Source: an optimization exercise on an open RTL-to-GDS flow (aim: small area, a short achievable clock period and few clock cycles per item). Production flows keep margins and buffers that such runs may drop. At most, simulation tests tie the RTL to the original design; equivalence was not proved. Power figures rest on the tool's default switching activity, not on a simulated workload.

Setup of run a:
==> module sort_top, before the edit <==
module sort_top ( t_go, t_rst, t_clk, t_n, t_wr_en, t_wr_addr, t_wr_data, t_sorted_data, t_done);
input t_go, t_rst, t_clk;
input [5:0] t_n;
input t_wr_en;
input [4:0] t_wr_addr;
input [7:0] t_wr_data;
output [7:0] t_sorted_data;
output t_done;
localparam R = 2;        
localparam C = 16;       
reg [7:0] v [0:R-1][0:C-1];
reg       act_e;         
reg       act_o;         
reg       merge;         
reg [3:0] calm_q;        
wire      calm1 = &calm_q;  
reg       calm2;         
reg [4:0] cnt;           
reg [4:0] rl [0:R-1];    
reg [5:0] n_q;           
reg [7:0] out_q;
reg       done_q;
reg       idle;          
function gt8(input [7:0] x, input [7:0] y);
  reg [7:0] g, l;
  reg [3:0] g1, l1;
  reg [1:0] g2, l2;
  integer i;
  begin
    g = x & ~y;
    l = ~x & y;
    for (i = 0; i < 4; i = i + 1) begin
      g1[i] = g[2*i+1] | (~l[2*i+1] & g[2*i]);
      l1[i] = l[2*i+1] | (~g[2*i+1] & l[2*i]);
    end
    for (i = 0; i < 2; i = i + 1) begin
      g2[i] = g1[2*i+1] | (~l1[2*i+1] & g1[2*i]);
      l2[i] = l1[2*i+1] | (~g1[2*i+1] & l1[2*i]);
    end
    gt8 = g2[1] | (~l2[1] & g2[0]);
  end
endfunction
wire [C-2:0] sw [0:R-1];
wire [R-1:0] row_sw;
wire [2*R-1:0] half_sw;
wire [R-1:0] hv;
wire [R-1:0] win;
reg          b_lt;
assign win[0] = hv[0] & (~hv[1] | ~b_lt);
assign win[1] = hv[1] & (~hv[0] | b_lt);
wire [R-1:0] adv;
assign adv[0] = (merge & win[0]) | sw[0][0];
assign adv[1] = (merge & win[1]) | sw[1][0];
wire b_lt_next = adv[0] ? (adv[1] ? gt8(v[0][1], v[1][1]) : gt8(v[0][1], v[1][0]))
                        : (adv[1] ? gt8(v[0][0], v[1][1]) : gt8(v[0][0], v[1][0]));
genvar r, j, q;
generate
  for (r = 0; r < R; r = r + 1) begin : g_row
    for (j = 0; j < C-1; j = j + 1) begin : g_pair
      wire act = (j % 2 == 1) ? act_o : act_e;
      assign sw[r][j] = act & (n_q > R * (j + 1) + r) & gt8(v[r][j], v[r][j+1]);
    end
    assign row_sw[r] = |sw[r];
    assign half_sw[2*r]   = |sw[r][C/2-1:0];
    assign half_sw[2*r+1] = |sw[r][C-2:C/2];
    assign hv[r] = (rl[r] != 5'd0);
  end
endgenerate
generate
  for (r = 0; r < R; r = r + 1) begin : g_rc
    for (j = 0; j < C; j = j + 1) begin : g_cell
      wire s_wr    = t_wr_en & (t_wr_addr == R * j + r);
      wire s_right = (merge & win[r]) | ((j < C-1) ? sw[r][(j < C-1) ? j : 0] : 1'b0);
      wire s_left  = (j > 0) ? sw[r][(j > 0) ? j-1 : 0] : 1'b0;
      wire s_hold  = ~(s_wr | s_right | s_left);
      wire [7:0] vr = (j < C-1) ? v[r][(j < C-1) ? j+1 : j] : 8'd0;
      wire [7:0] vf = (j > 0) ? v[r][(j > 0) ? j-1 : j] : 8'd0;
      always @(posedge t_clk)
        v[r][j] <= ({8{s_wr}} & t_wr_data) | ({8{s_right}} & vr) | ({8{s_left}} & vf) | ({8{s_hold}} & v[r][j]);
    end
    always @(posedge t_clk) begin
      if (idle)
        rl[r] <= (t_n + (R - 1 - r)) >> 1;
      else if (merge & win[r])
        rl[r] <= rl[r] - 5'd1;
    end
  end
endgenerate
wire [7:0] head_min = ({8{win[0]}} & v[0][0]) | ({8{win[1]}} & v[1][0]);
assign t_sorted_data = out_q;
assign t_done = done_q;
always @(posedge t_clk) begin
  n_q <= t_n;
  out_q <= head_min;
  b_lt <= b_lt_next;
  if (t_rst) begin
    act_e <= 1'b0;
    act_o <= 1'b0;
    merge <= 1'b0;
    idle <= 1'b1;
    done_q <= 1'b0;
  end else begin
    done_q <= merge;
    if (idle) begin
      act_e <= t_go;
      idle <= ~t_go;
      cnt <= (t_n + 6'd1) >> 1;
      calm_q <= 4'd0;
      calm2 <= 1'b0;
    end else if (act_e | act_o) begin
      calm_q <= ~half_sw;
      calm2 <= calm1;
      if (cnt == 5'd1 || (calm1 && calm2)) begin
        act_e <= 1'b0;
        act_o <= 1'b0;
        merge <= 1'b1;
      end else begin
        act_e <= act_o;
        act_o <= act_e;
        cnt <= cnt - 5'd1;
      end
    end else begin
      if ((rl[0] == 5'd1 && rl[1] == 5'd0) || (rl[0] == 5'd0 && rl[1] == 5'd1)) begin
        merge <= 1'b0;
        idle <= 1'b1;
      end
    end
  end
end
endmodule
export LEC_CHECK = 0
export CAP_MARGIN = 20
export CORE_MARGIN = 2
export CORE_UTILIZATION = 40
export PLACE_DENSITY = 0.5
export SETUP_SLACK_MARGIN = 4.2
export SLEW_MARGIN = 20
create_clock -name core_clock -period 6.5 [get_ports {t_clk}]
standard.sh (not shown) runs the stock make flow with config.mk's settings and CLKGATE_MAP_FILE= SYNTH_SCRIPT=/design/flow/synth_recipe.tcl, a recipe that flattens the netlist after the stock synthesis.
==> flow/flow/run.sh <==
#!/bin/bash
# The standard layout (standard.sh), except that abc maps the logic with an
# area-oriented script (flow/area.abc) in place of ORFS's speed script, and
# that the make variables listed in flow/make_args.txt (one per line) are
# added to ORFS's make command line. The synthesis is otherwise
# synth_recipe.tcl unchanged, so the registers and their names are the
# standard synthesis's. Each tool's output goes to a log here.
set -euo pipefail
W=$PWD
{
  printf 'proc abc {args} {\n'
  printf '  set i [lsearch -exact $args -script]\n'
  printf '  if {$i >= 0} { lset args [expr {$i + 1}] %s }\n' "$W/flow/area.abc"
  printf '  yosys abc {*}$args\n'
  printf '}\n'
  cat "$W/synth_recipe.tcl"
} > "$W/area_synth.tcl"
EXTRA=""
if [[ -f "$W/flow/make_args.txt" ]]; then
  while IFS= read -r line; do
    [[ -n "$line" ]] && EXTRA+=" '$line'"
  done < "$W/flow/make_args.txt"
fi
sed -e "s#SYNTH_SCRIPT=[^ ]*synth_recipe.tcl#SYNTH_SCRIPT=$W/area_synth.tcl#" \
    -e "s#^make -C \([^ ]*\) #make -C \1$EXTRA #" "$W/standard.sh" > "$W/area_standard.sh"
grep -q "SYNTH_SCRIPT=$W/area_synth.tcl" "$W/area_standard.sh"
bash "$W/area_standard.sh" > "$W/make.log" 2>&1
==> flow/flow/area.abc <==
strash
dch
map -a
topo
stime -c
==> flow/flow/make_args.txt <==
MATCH_CELL_FOOTPRINT=0
BUFFER_PORTS_ARGS=-buffer_cell sky130_fd_sc_hd__buf_4
Testbench counts of run a, summed over its fixed seeds: cycles 4,189, items 1,645.
Setup changes, run a to run b
--- a/flow/design.v
+++ b/flow/design.v
@@ -10,18 +10,16 @@
 localparam R = 2;        
 localparam C = 16;       
 reg [7:0] v [0:R-1][0:C-1];
 reg       act_e;         
 reg       act_o;         
 reg       merge;         
-reg [3:0] calm_q;        
-wire      calm1 = &calm_q;  
+reg       calm1;         
 reg       calm2;         
 reg [4:0] cnt;           
 reg [4:0] rl [0:R-1];    
-reg [5:0] n_q;           
 reg [7:0] out_q;
 reg       done_q;
 reg       idle;          
 function gt8(input [7:0] x, input [7:0] y);
   reg [7:0] g, l;
   reg [3:0] g1, l1;
@@ -40,13 +38,12 @@
     end
     gt8 = g2[1] | (~l2[1] & g2[0]);
   end
 endfunction
 wire [C-2:0] sw [0:R-1];
 wire [R-1:0] row_sw;
-wire [2*R-1:0] half_sw;
 wire [R-1:0] hv;
 wire [R-1:0] win;
 reg          b_lt;
 assign win[0] = hv[0] & (~hv[1] | ~b_lt);
 assign win[1] = hv[1] & (~hv[0] | b_lt);
 wire [R-1:0] adv;
@@ -55,18 +52,16 @@
 wire b_lt_next = adv[0] ? (adv[1] ? gt8(v[0][1], v[1][1]) : gt8(v[0][1], v[1][0]))
                         : (adv[1] ? gt8(v[0][0], v[1][1]) : gt8(v[0][0], v[1][0]));
 genvar r, j, q;
 generate
   for (r = 0; r < R; r = r + 1) begin : g_row
     for (j = 0; j < C-1; j = j + 1) begin : g_pair
-      wire act = (j % 2 == 1) ? act_o : act_e;
-      assign sw[r][j] = act & (n_q > R * (j + 1) + r) & gt8(v[r][j], v[r][j+1]);
+      wire act = (j % 2 == 1) ? act_o : (act_e | (idle & t_go));
+      assign sw[r][j] = act & (t_n > R * (j + 1) + r) & gt8(v[r][j], v[r][j+1]);
     end
     assign row_sw[r] = |sw[r];
-    assign half_sw[2*r]   = |sw[r][C/2-1:0];
-    assign half_sw[2*r+1] = |sw[r][C-2:C/2];
     assign hv[r] = (rl[r] != 5'd0);
   end
 endgenerate
 generate
   for (r = 0; r < R; r = r + 1) begin : g_rc
     for (j = 0; j < C; j = j + 1) begin : g_cell
@@ -88,31 +83,35 @@
   end
 endgenerate
 wire [7:0] head_min = ({8{win[0]}} & v[0][0]) | ({8{win[1]}} & v[1][0]);
 assign t_sorted_data = out_q;
 assign t_done = done_q;
 always @(posedge t_clk) begin
-  n_q <= t_n;
   out_q <= head_min;
   b_lt <= b_lt_next;
   if (t_rst) begin
     act_e <= 1'b0;
     act_o <= 1'b0;
     merge <= 1'b0;
     idle <= 1'b1;
     done_q <= 1'b0;
   end else begin
     done_q <= merge;
     if (idle) begin
-      act_e <= t_go;
       idle <= ~t_go;
-      cnt <= (t_n + 6'd1) >> 1;
-      calm_q <= 4'd0;
+      if (t_go) begin
+        if (t_n <= 6'd2)
+          merge <= 1'b1;
+        else
+          act_o <= 1'b1;
+      end
+      cnt <= ((t_n + 6'd1) >> 1) - 5'd1;
+      calm1 <= 1'b0;
       calm2 <= 1'b0;
     end else if (act_e | act_o) begin
-      calm_q <= ~half_sw;
+      calm1 <= ~(|row_sw);
       calm2 <= calm1;
       if (cnt == 5'd1 || (calm1 && calm2)) begin
         act_e <= 1'b0;
         act_o <= 1'b0;
         merge <= 1'b1;
       end else begin
## What came out
- Run b -> run a: share of synthesized flip-flops with an asynchronous set or reset flat
- Taking run a as the reference point, the fraction of power consumed by combinational cells of run b rises by 7.9 points.
- | height of the chip | run b vs run a | about 0.7% higher |
- calm1 as the end point of the critical path was reported by run b, and t_done by run a.
- Summary of the comparison: measured slew at the worst slew-check pin is higher in run b, relative to run a.
- The lower required time of the worst setup path of run b and run a is in run a.
- Of run b and run a, the run reporting the lower total power consumption of the routed design was run a.
Only the layout flow was run in run b; the RTL was not checked for function there.

-- port drivers added, routing unchanged --
No port has a modelled driver above. Below, the same layouts with a new extraction and two added sets of constraints.
Step 1 assumes that a clkbuf_16 drives the clock port and a buf_2 every other input.
Step 2, shift: input delay + t, output delay - t, t = (earliest + latest rising clock arrival at the registers) / 2. This alone moves slack from input paths to output paths.
a / b / c = ideal / step 1 / step 2; a / b = the first two.
run | t (ns) | setup WS [ns] | worst setup path after step 2 | worst slew at a driven data input, ns
run a | 0.617 | 4.216 / 4.153 / 3.684 | input to register | 0.04
run b | 0.623 | 3.722 / 3.718 / 3.096 | input to register | 0.06
After both steps every run listed still meets setup and hold. For run b, which loses most, drivers alone change the setup slack by -0.004 ns; drivers and shift together by -0.626 ns.
